What follows belongs to an exercise in optimizing a design on an open flow for small area; a production flow would make more cautious choices. The RTL was checked by simulation tests, not by an equivalence proof against the original design. Power and IR drop assume default switching activity.

==> flow/design.v, too long to show whole: its modules and the start of the top module <==
// module mq: 2146 lines
module mq
     (  
	   MQ_out,
	   word_last_flag,
	   stop,
	   data_valid_pass_reg,
	   flush_over,
	   word_last_valid,
	   bit_enough_to_bpc,
	   one_codeblock_over,
	   PCXD,
	   flush,
	   clk,
	   rst,
	   rst_syn,
	   start_aga,
	   song_require,
	   block_all_bp_over);
  // ...
==> flow/run.sh <==
#!/bin/bash
# synth_recipe.tcl (not shown) runs the flow's synth.tcl, then flattens the netlist and writes it again
# the make line also repeats each setting of config.mk as NAME=value (left out here)
make -C /OpenROAD-flow-scripts/flow DESIGN_CONFIG=/design/flow/config.mk WORK_HOME=/design/flow/orfs CLKGATE_MAP_FILE= SYNTH_SCRIPT=/design/flow/synth_recipe.tcl finish
==> flow/config.mk <==
export PLATFORM = sky130hd
export DESIGN_NAME = mq
export DESIGN_NICKNAME = mq
export VERILOG_FILES = /design/flow/design.v
export SDC_FILE = /design/flow/constraint.sdc
export NUM_CORES = 4
export LEC_CHECK = 0
export ABC_AREA = 1
export CAP_MARGIN = 20
export CORE_MARGIN = 2
export CORE_UTILIZATION = 45
export CTS_BUF_LIST = sky130_fd_sc_hd__clkbuf_4
export PLACE_DENSITY = 0.6
export SLEW_MARGIN = 20
==> flow/constraint.sdc <==
create_clock -name core_clock -period 12.0 [get_ports {clk}]
set_input_delay 2.4000 -clock core_clock [delete_from_list [all_inputs] [get_ports {clk}]]
set_output_delay 2.4000 -clock core_clock [all_outputs]
set_load 0.01 [all_outputs]
==> summary.txt, run 1 <==
outcome = no timing/DRC/antenna violations
cell mode on critical path = nand2_1
post-synth design cell area = 50,500 um2
Synth Warn # = 1
post-route clock period utilization = 0.876
Ant. Diodes = 4
NumNets Final = 7,901
critical path's largest stage delay = 0.72 ns
sequential cell area share = 0.307
mux cell area share after synthesis = 0.00357
Hold Path Stages = 2
GR met1 Demand/Resource = 0.473
commonest non-fill, non-tap cell in the layout = nand2_1
# port buffers = 52
Top Layer Used = met5
IO Pins = 53
Starting Density = 0.455
Synth Area in Simple Gates = 0.279
P_seq = 0.00283 W
Post-DP HPWL = 162 mm
CP Launch Type = register
min Tclk post-route = 10.52 ns
multi-input combinational area share = 0.514
Crit Reg-Reg Startpoint = idx1[0]$_SDFFE_PP0P_
largest class = multi-input gates
Synth Register Bits = 849
routed vias = 55.9k
CP required = 9.60 ns
RR Endpoint = index_cx2_sp[1]$_DFF_P_
Synth async-reset ratio = 0
GRT Util Overall = 0.363
Routed Antenna Nets = 0
Die Y = 339 um
Mean Syn Cell Area = 6.58 um2
internal power = 0.00419 W
HP Class = reg2reg
FFs & Latches = 849
clock sink total = 849
==> run 2, diff against run 1 <==
--- a/flow/config.mk
+++ b/flow/config.mk
@@ -9,6 +9,6 @@
 export CAP_MARGIN = 20
 export CORE_MARGIN = 2
 export CORE_UTILIZATION = 45
-export CTS_BUF_LIST = sky130_fd_sc_hd__clkbuf_4
+export CTS_BUF_LIST = sky130_fd_sc_hd__clkbuf_8
 export PLACE_DENSITY = 0.6
 export SLEW_MARGIN = 20
==> run 2 against run 1 <==
Combinational power barely moved. Critical path depth is the same. Global-route usage is essentially flat. Clock skew up 0.0018 ns. Maximum frequency rose by 2.9%. Die area is the same. Power grew 3.3%. Core utilization grew 0.17 points. Hold slack got worse by 0.00087 ns. Setup slack better by 0.29 ns. Design area increased by 0.33%.
==> summary.txt, run 2 <==
outcome = no timing/DRC/antenna violations (unchanged)
CP required = 9.60 ns (about the same)
Post-DP HPWL = 162 mm (unchanged)
num rows = 122 (unchanged)
routed vias = 55.3k (was 55.9k)
final hold slack = 0.452 ns (was 0.453 ns)
Synth top cells by count = 1,560 x nand2_1, 980 x inv_1, 849 x dfxtp_1 (unchanged)
Max Cap Violations = 0 (unchanged)
number of synthesized flops with an enable pin = 0 (unchanged)
H-tree depth = 4 (unchanged)
pre-CTS setup slack = 2.77 ns (unchanged)
Routed Antenna Nets = 0 (unchanged)
first-pass GRT wire length = 322 mm (was 323 mm)
Clk Latency, worst-skew pair = 0.88 ns (was 1.20 ns)
CP Launch Type = register (unchanged)
Die ar. = 115,000 um2 (unchanged)
peak supply drop = 0.139 mV (was 0.0915 mV)
Starting Density = 0.455 (unchanged)
critical path's largest stage delay = 0.71 ns (was 0.72 ns)
Fmax achieved = 0.0978 GHz (was 0.0951 GHz)
area growth from synthesis to layout = 9.77% (was 9.41%)
Syn Nets = 7,852 (unchanged)
Mean Syn Cell Area = 6.58 um2 (unchanged)
Routed WL = 218 mm (about the same)
wire per inst = 23.5 um (was 23.2 um)
Crit Path Max Fanout = 38 (unchanged)
initial drt markers = 6,196 (was 6,257)
leading area contributor after synthesis = dfxtp_1 (unchanged)
slack of the critical path = 1.78 ns (was 1.48 ns)
post-route clock period utilization = 0.852 (was 0.876)
synth top area cells = dfxtp_1 34%, nand2_1 12%, inv_1 7.3% (unchanged)
min Tclk post-route = 10.22 ns (was 10.52 ns)
Finished Layout Cells = 9,253 (was 9,388)
Hold Fails Final Rpt = 0 (unchanged)
CP Class = reg2out (unchanged)
Die W = 339 um (unchanged)
CTS buffer count = 152 (was 228)
commonest non-fill, non-tap cell in the layout = nand2_1 (unchanged)
Die Y = 339 um (unchanged)
RSZ-0062 raised after global routing = false (unchanged)
share of layout cells above drive strength 1 = 0.0606 (was 0.0776)
Worst-Margin Slew = 1.20 ns (was 1.16 ns)
initial antenna violation count = 5 (was 9)
total power = 0.00584 W (was 0.00565 W)
top-area cell type share of the netlist area = 0.336 (unchanged)
GRT overflow = 0 (unchanged)
slowest CP cell = dfxtp_1 (unchanged)
setup total negative slack = 0 ns (unchanged)
Resized Gates After CTS = 0 (unchanged)
core area = 111,000 um2 (unchanged)
biggest regs = C_cp: 27 flops, C_mrp: 27 flops, C_sp: 27 flops (unchanged)
# hold bufs at CTS = 0 (unchanged)
Unique masters post-synth = 75 (unchanged)
Final Slew Violations = 0 (unchanged)
commonest non-fill, non-tap cells in the layout = 1,560 x nand2_1, 1,022 x inv_1, 849 x dfxtp_1 (was 1,560 x nand2_1, 975 x inv_1, 849 x dfxtp_1)
GP Congestion = 1.06 (unchanged)
gate count of the mapped netlist = 7,683 (unchanged)
Clock Tree Buf Depth = 3 (unchanged)
clock skew = 0.0947 ns (was 0.0929 ns)
Rel. slew slack = 0.190 (was 0.222)
vias in the first global route = 50.6k (was 51.2k)
Seq/Total Area, Yosys = 0.336 (unchanged)
Final Setup Violations = 0 (unchanged)
DRT Pass-1 Iters = 6 (was 9)
HP Class = reg2reg (unchanged)
Residual DRC = 0 (unchanged)
postcts setup bufs = 0 (unchanged)
clock sink total = 849 (unchanged)
Power Dens Cells = 105 nW/um2 (was 102 nW/um2)
clk root buf = clkbuf_8 (was clkbuf_4)
Synth Register Bits = 849 (unchanged)
Fill cells = 11.6k (was 11.8k)
CTS clk-pin slew, worst paths = 0.06 ns (was 0.07 ns)
main flop type after synthesis = dfxtp_1 (unchanged)
Avg Vias per Cell = 5.97 (was 5.95)
most common cell in the synthesized netlist = nand2_1 (unchanged)
IO Pins = 53 (unchanged)
CTS tree = yes (unchanged)
largest net degree at the start of global routing = 88 (unchanged)
# port buffers = 52 (unchanged)
Synth Warn # = 1 (unchanged)
NumNets Final = 7,825 (was 7,901)
cell mode on critical path = nand2_1 (unchanged)
GRT Util Overall = 0.363 (about the same)
Crit. End Element = output pin (unchanged)
post-synth design cell area = 50,500 um2 (unchanged)
Synth async-reset ratio = 0 (unchanged)
critical path arrival = 7.82 ns (was 8.12 ns)
leakage = 21.8 nW (about the same)
placed instance count = 8,990 (unchanged)
## run 2: cell families (layout without fill, tap and decap cells)
family / count (synthesis) / count (layout) / synth area share
other cells: 0 / 3 / 0
fa+ha+maj: 141 / 141 / 0.0361
buf+inv: 1350 / 1429 / 0.103
xor+xnor: 50 / 50 / 0.00867
flops: 849 / 849 / 0.336
compound gates: 1971 / 1971 / 0.232
simple gates: 3304 / 3304 / 0.279
mux: 18 / 18 / 0.00357
## run 2: layer usage
layer | vias up | global-route usage | routed length (um)
li1 | 26108 | - | -
met4 | 0 | 0.190 | 12200
met1 | 25943 | 0.477 | 91400
met2 | 2674 | 0.561 | 94500
met3 | 544 | 0.0735 | 19800
met5 | - | 0 | 0
## run 2: per-stage QoR
stage	cell area, um2	utilization
after floorplan	50500	-
after global placement	52300	0.472
after detailed placement	52300	0.472
after CTS	55500	0.500
after global routing	55500	0.500
final	55500	0.500
## run 2: final timing paths
| check | startpoint | endpoint | slack [ns] | depth (start not counted) |
|---|---|---|---|---|
| min | C_cp[5]$_DFF_P_ | C_cp[5]$_DFF_P_ | 0.45 | 2 |
| min reg2reg | C_cp[5]$_DFF_P_ | C_cp[5]$_DFF_P_ | 0.45 | 2 |
| max reg2reg | idx1[1]$_SDFFE_PP0P_ | index_cx6_cp[6]$_DFF_P_ | 4.00 | 34 |
| max | fl_D[0]$_SDFFE_PP0P_ | stop | 1.78 | 33 |
## run 2: critical path, delay by kind of cell, from the launching register on
kind | cells | cell delay (ns)
AO/OA/AOI/OAI | 4 | 0.73
adder cells (fa/ha/maj) | 3 | 0.93
buffers and inverters | 9 | 2.15
flip-flops | 1 | 0.71
AND/OR/NAND/NOR | 17 | 2.39
## run 2: cell type report
cell class / count / area, um2 / area share
antenna: 3 / 7.51 / 0.000135
inverter: 1021 / 3850 / 0.0694
clock inverter: 78 / 621 / 0.0112
tap: 1488 / 1860 / 0.0336
timing repair buffer: 148 / 1240 / 0.0223
sequential: 849 / 17000 / 0.306
clock buffer: 182 / 2500 / 0.0452
multi-input combinational: 5484 / 28400 / 0.512
## run 2: power breakdown
group,switching [W],internal [W],total [W]
logic,0.000128,0.0000368,0.000165
clock network,0.00134,0.00151,0.00284
registers,0.00000410,0.00282,0.00283
total,0.00147,0.00437,0.00584
==> run 3, diff against run 2 <==
--- a/flow/config.mk
+++ b/flow/config.mk
@@ -9,6 +9,5 @@
 export CAP_MARGIN = 20
 export CORE_MARGIN = 2
 export CORE_UTILIZATION = 45
-export CTS_BUF_LIST = sky130_fd_sc_hd__clkbuf_8
 export PLACE_DENSITY = 0.6
 export SLEW_MARGIN = 20
==> run 3 against run 2 <==
Global-route usage down 0.25 points. Power up 4.7%. Maximum frequency up 1.7%. Combinational power hardly changed. Register-to-register slack is essentially flat. Clock skew is 0.027 ns lower. Synthesized cell count is the same. Sequential power about the same. Largest cell class unchanged.
==> summary.txt, run 3 <==
outcome = no timing/DRC/antenna violations (unchanged)
top-area cell type share of the netlist area = 0.336 (unchanged)
Die W = 339 um (unchanged)
share of layout cells above drive strength 1 = 0.0540 (was 0.0606)
gate count of the mapped netlist = 7,683 (unchanged)
area growth from synthesis to layout = 10.2% (was 9.77%)
H-tree depth = 3 (was 4)
critical path arrival = 7.65 ns (was 7.82 ns)
Mean Syn Cell Area = 6.58 um2 (unchanged)
most common cell in the synthesized netlist = nand2_1 (unchanged)
leading area contributor after synthesis = dfxtp_1 (unchanged)
setup total negative slack = 0 ns (unchanged)
peak supply drop = 0.126 mV (was 0.139 mV)
wire per inst = 23.7 um (was 23.5 um)
critical path's largest stage delay = 0.71 ns (about the same)
Rel. slew slack = 0.220 (was 0.190)
Die ar. = 115,000 um2 (unchanged)
Routed Antenna Nets = 0 (unchanged)
Crit Reg-Reg Startpoint = idx1[1]$_SDFFE_PP0P_ (unchanged)
Crit Path Max Fanout = 38 (unchanged)
Hold Startpoint = C_cp[5]$_DFF_P_ (unchanged)
clk root buf = clkbuf_16 (was clkbuf_8)
IO Pins = 53 (unchanged)
CP Launch Type = register (unchanged)
Syn Nets = 7,852 (unchanged)
Power Dens Cells = 110 nW/um2 (was 105 nW/um2)
synth top area cells = dfxtp_1 34%, nand2_1 12%, inv_1 7.3% (unchanged)
Clock Tree Buf Depth = 3 (unchanged)
CTS clk-pin slew, worst paths = 0.06 ns (about the same)
Post-DP Area = 52,300 um2 (unchanged)
GRT Util Overall = 0.360 (was 0.363)
Final Setup Violations = 0 (unchanged)
Synth async-reset ratio = 0 (unchanged)
DRT Pass-1 Iters = 6 (unchanged)
Routed WL = 217 mm (was 218 mm)
NumNets Final = 7,766 (was 7,825)
hold path endpoint = C_cp[5]$_DFF_P_ (unchanged)
CP required = 9.60 ns (about the same)
main flop type after synthesis = dfxtp_1 (unchanged)
Residual DRC = 0 (unchanged)
CTS buffer count = 93 (was 152)
Hold Path Stages = 2 (unchanged)
Reg2Reg Depth = 34 (unchanged)
Fill cells = 11.6k (about the same)
initial antenna violation count = 5 (unchanged)
GRT overflow = 0 (unchanged)
post-route clock period utilization = 0.838 (was 0.852)
Hold Fails Final Rpt = 0 (unchanged)
commonest non-fill, non-tap cells in the layout = 1,560 x nand2_1, 975 x inv_1, 849 x dfxtp_1 (was 1,560 x nand2_1, 1,022 x inv_1, 849 x dfxtp_1)
Resized Gates After CTS = 0 (unchanged)
Clk Latency, worst-skew pair = 0.71 ns (was 0.88 ns)
first-pass GRT wire length = 320 mm (was 322 mm)
HP Class = reg2reg (unchanged)
Worst-Margin Slew = 1.16 ns (was 1.20 ns)
min Tclk post-route = 10.05 ns (was 10.22 ns)
Post-DP HPWL = 162 mm (unchanged)
clock sink total = 849 (unchanged)
Max Cap Violations = 0 (unchanged)
clock skew = 0.0679 ns (was 0.0947 ns)
final std cell area, no fill = 55,700 um2 (was 55,500 um2)
Crit. End Element = output pin (unchanged)
biggest regs = C_cp: 27 flops, C_mrp: 27 flops, C_sp: 27 flops (unchanged)
final hold slack = 0.451 ns (was 0.452 ns)
Seq/Total Area, Yosys = 0.336 (unchanged)
vias in the first global route = 50.1k (was 50.6k)
routed vias = 54.9k (was 55.3k)
largest net degree at the start of global routing = 88 (unchanged)
# hold bufs at CTS = 0 (unchanged)
cell mode on critical path = nand2_1 (unchanged)
slowest CP cell = dfxtp_1 (unchanged)
commonest non-fill, non-tap cell in the layout = nand2_1 (unchanged)
postcts setup bufs = 0 (unchanged)
CP Class = reg2out (unchanged)
initial drt markers = 6,256 (was 6,196)
core area = 111,000 um2 (unchanged)
Synth Warn # = 1 (unchanged)
Starting Density = 0.455 (unchanged)
flop2flop setup slack = 4.01 ns (was 4.00 ns)
number of synthesized flops with an enable pin = 0 (unchanged)
Synth top cells by count = 1,560 x nand2_1, 980 x inv_1, 849 x dfxtp_1 (unchanged)
post-synth design cell area = 50,500 um2 (unchanged)
Avg Vias per Cell = 6.00 (was 5.97)
Final Slew Violations = 0 (unchanged)
Unique masters post-synth = 75 (unchanged)
GP Congestion = 1.06 (unchanged)
Synth Register Bits = 849 (unchanged)
Fmax achieved = 0.0995 GHz (was 0.0978 GHz)
RR Endpoint = index_cx6_cp[6]$_DFF_P_ (unchanged)
CTS tree = yes (unchanged)
num rows = 122 (unchanged)
leakage = 21.7 nW (was 21.8 nW)
RSZ-0062 raised after global routing = false (unchanged)
Die Y = 339 um (unchanged)
# port buffers = 52 (unchanged)
run 3: cell counts after synthesis:
Identical to the previous run, type by type.
run 3: cell families (layout without fill, tap and decap cells):
kind of cell / after synthesis / in the layout / share of synthesized area
buf+inv: 1350 / 1340 / 0.103
simple gates: 3304 / 3304 / 0.279
xor+xnor: 50 / 50 / 0.00867
fa+ha+maj: 141 / 141 / 0.0361
other cells: 0 / 1 / 0
compound gates: 1971 / 1971 / 0.232
flops: 849 / 849 / 0.336
mux: 18 / 18 / 0.00357
run 3: stage by stage:
step | util | worst slack (ns) | instances | total power, W
2_1_floorplan | - | 5.24 | 7683 | 0.00299
3_3_place_gp | 0.472 | 2.87 | 8989 | 0.00305
3_5_place_dp | 0.472 | 2.77 | 8990 | 0.00305
4_1_cts | 0.502 | 2.00 | 9161 | 0.00614
5_1_grt | 0.502 | 1.44 | 9161 | 0.00626
6_report | 0.502 | 1.95 | 9162 | 0.00611
run 3: layout make-up:
class | count | area [um2] | share of cell area
tap | 1488 | 1860 | 0.0334
antenna | 1 | 2.50 | 0.0000449
clock inverter | 44 | 684 | 0.0123
timing repair buffer | 148 | 1240 | 0.0222
inverter | 1021 | 3850 | 0.0691
multi-input combinational | 5484 | 28400 | 0.510
clock buffer | 127 | 2660 | 0.0477
sequential | 849 | 17000 | 0.305
run 3: power breakdown:
group | total [W] | internal, W | switching (W)
sequential | 0.00283 | 0.00282 | 0.00000414
combinational | 0.000165 | 0.0000368 | 0.000128
clock | 0.00312 | 0.00183 | 0.00130
total | 0.00611 | 0.00469 | 0.00143
run 3: how the worst max path moves through the flow:
stage                                     from    to  slack [ns]  cells past startpoint
after detailed placement  fl_D[0]$_SDFFE_PP0P_  stop        2.77                     33
final                     fl_D[0]$_SDFFE_PP0P_  stop        1.95                     33
after global routing      fl_D[0]$_SDFFE_PP0P_  stop        1.44                     33
after CTS                 fl_D[0]$_SDFFE_PP0P_  stop        2.00                     33
after global placement    fl_D[0]$_SDFFE_PP0P_  stop        2.87                     33
after floorplan           fl_D[0]$_SDFFE_PP0P_  stop        5.24                     30
run 3: critical path: cells and delay by family (launching register included):
family | cells | cell delay (ns)
fa+ha+maj | 3 | 0.92
simple gates | 17 | 2.39
flops | 1 | 0.71
buf+inv | 9 | 2.14
compound gates | 4 | 0.73
run 3: per-layer routing:
layer	track usage	wire (um)
met1	0.479	91400
met2	0.562	95000
met3	0.0647	18700
met4	0.176	11800
met5	0	13

## what the ideal ports hide
The results above use ideal ports. As a check the final layouts listed here were re-extracted and re-timed, cells and wires unchanged. Step 1 (the two cells are an assumption about what drives the block):
set clk [get_ports {clk}]
set_driving_cell -lib_cell sky130_fd_sc_hd__clkbuf_16 $clk
set_driving_cell -lib_cell sky130_fd_sc_hd__buf_2 [delete_from_list [all_inputs] $clk]
Step 2 times the ports against the registers' clock, not the clock port: input delays grow and output delays shrink by t, the midpoint of the rising clock arrivals with the driver on. Three values: ideal ports, drivers, drivers and shift; two values: the first two.
| run | t (ns) | setup slack, ns | slew at the worst register clock pin (ns) |
|---|---|---|---|
| run 1 | 1.213 | 1.482 / 1.414 / 2.627 | 0.08 / 0.08 |
| run 2 | 0.901 | 1.777 / 1.709 / 2.610 | 0.08 / 0.08 |
| run 3 | 0.758 | 1.950 / 1.872 / 2.630 | 0.08 / 0.08 |
After both steps setup and hold are still met in every run listed.
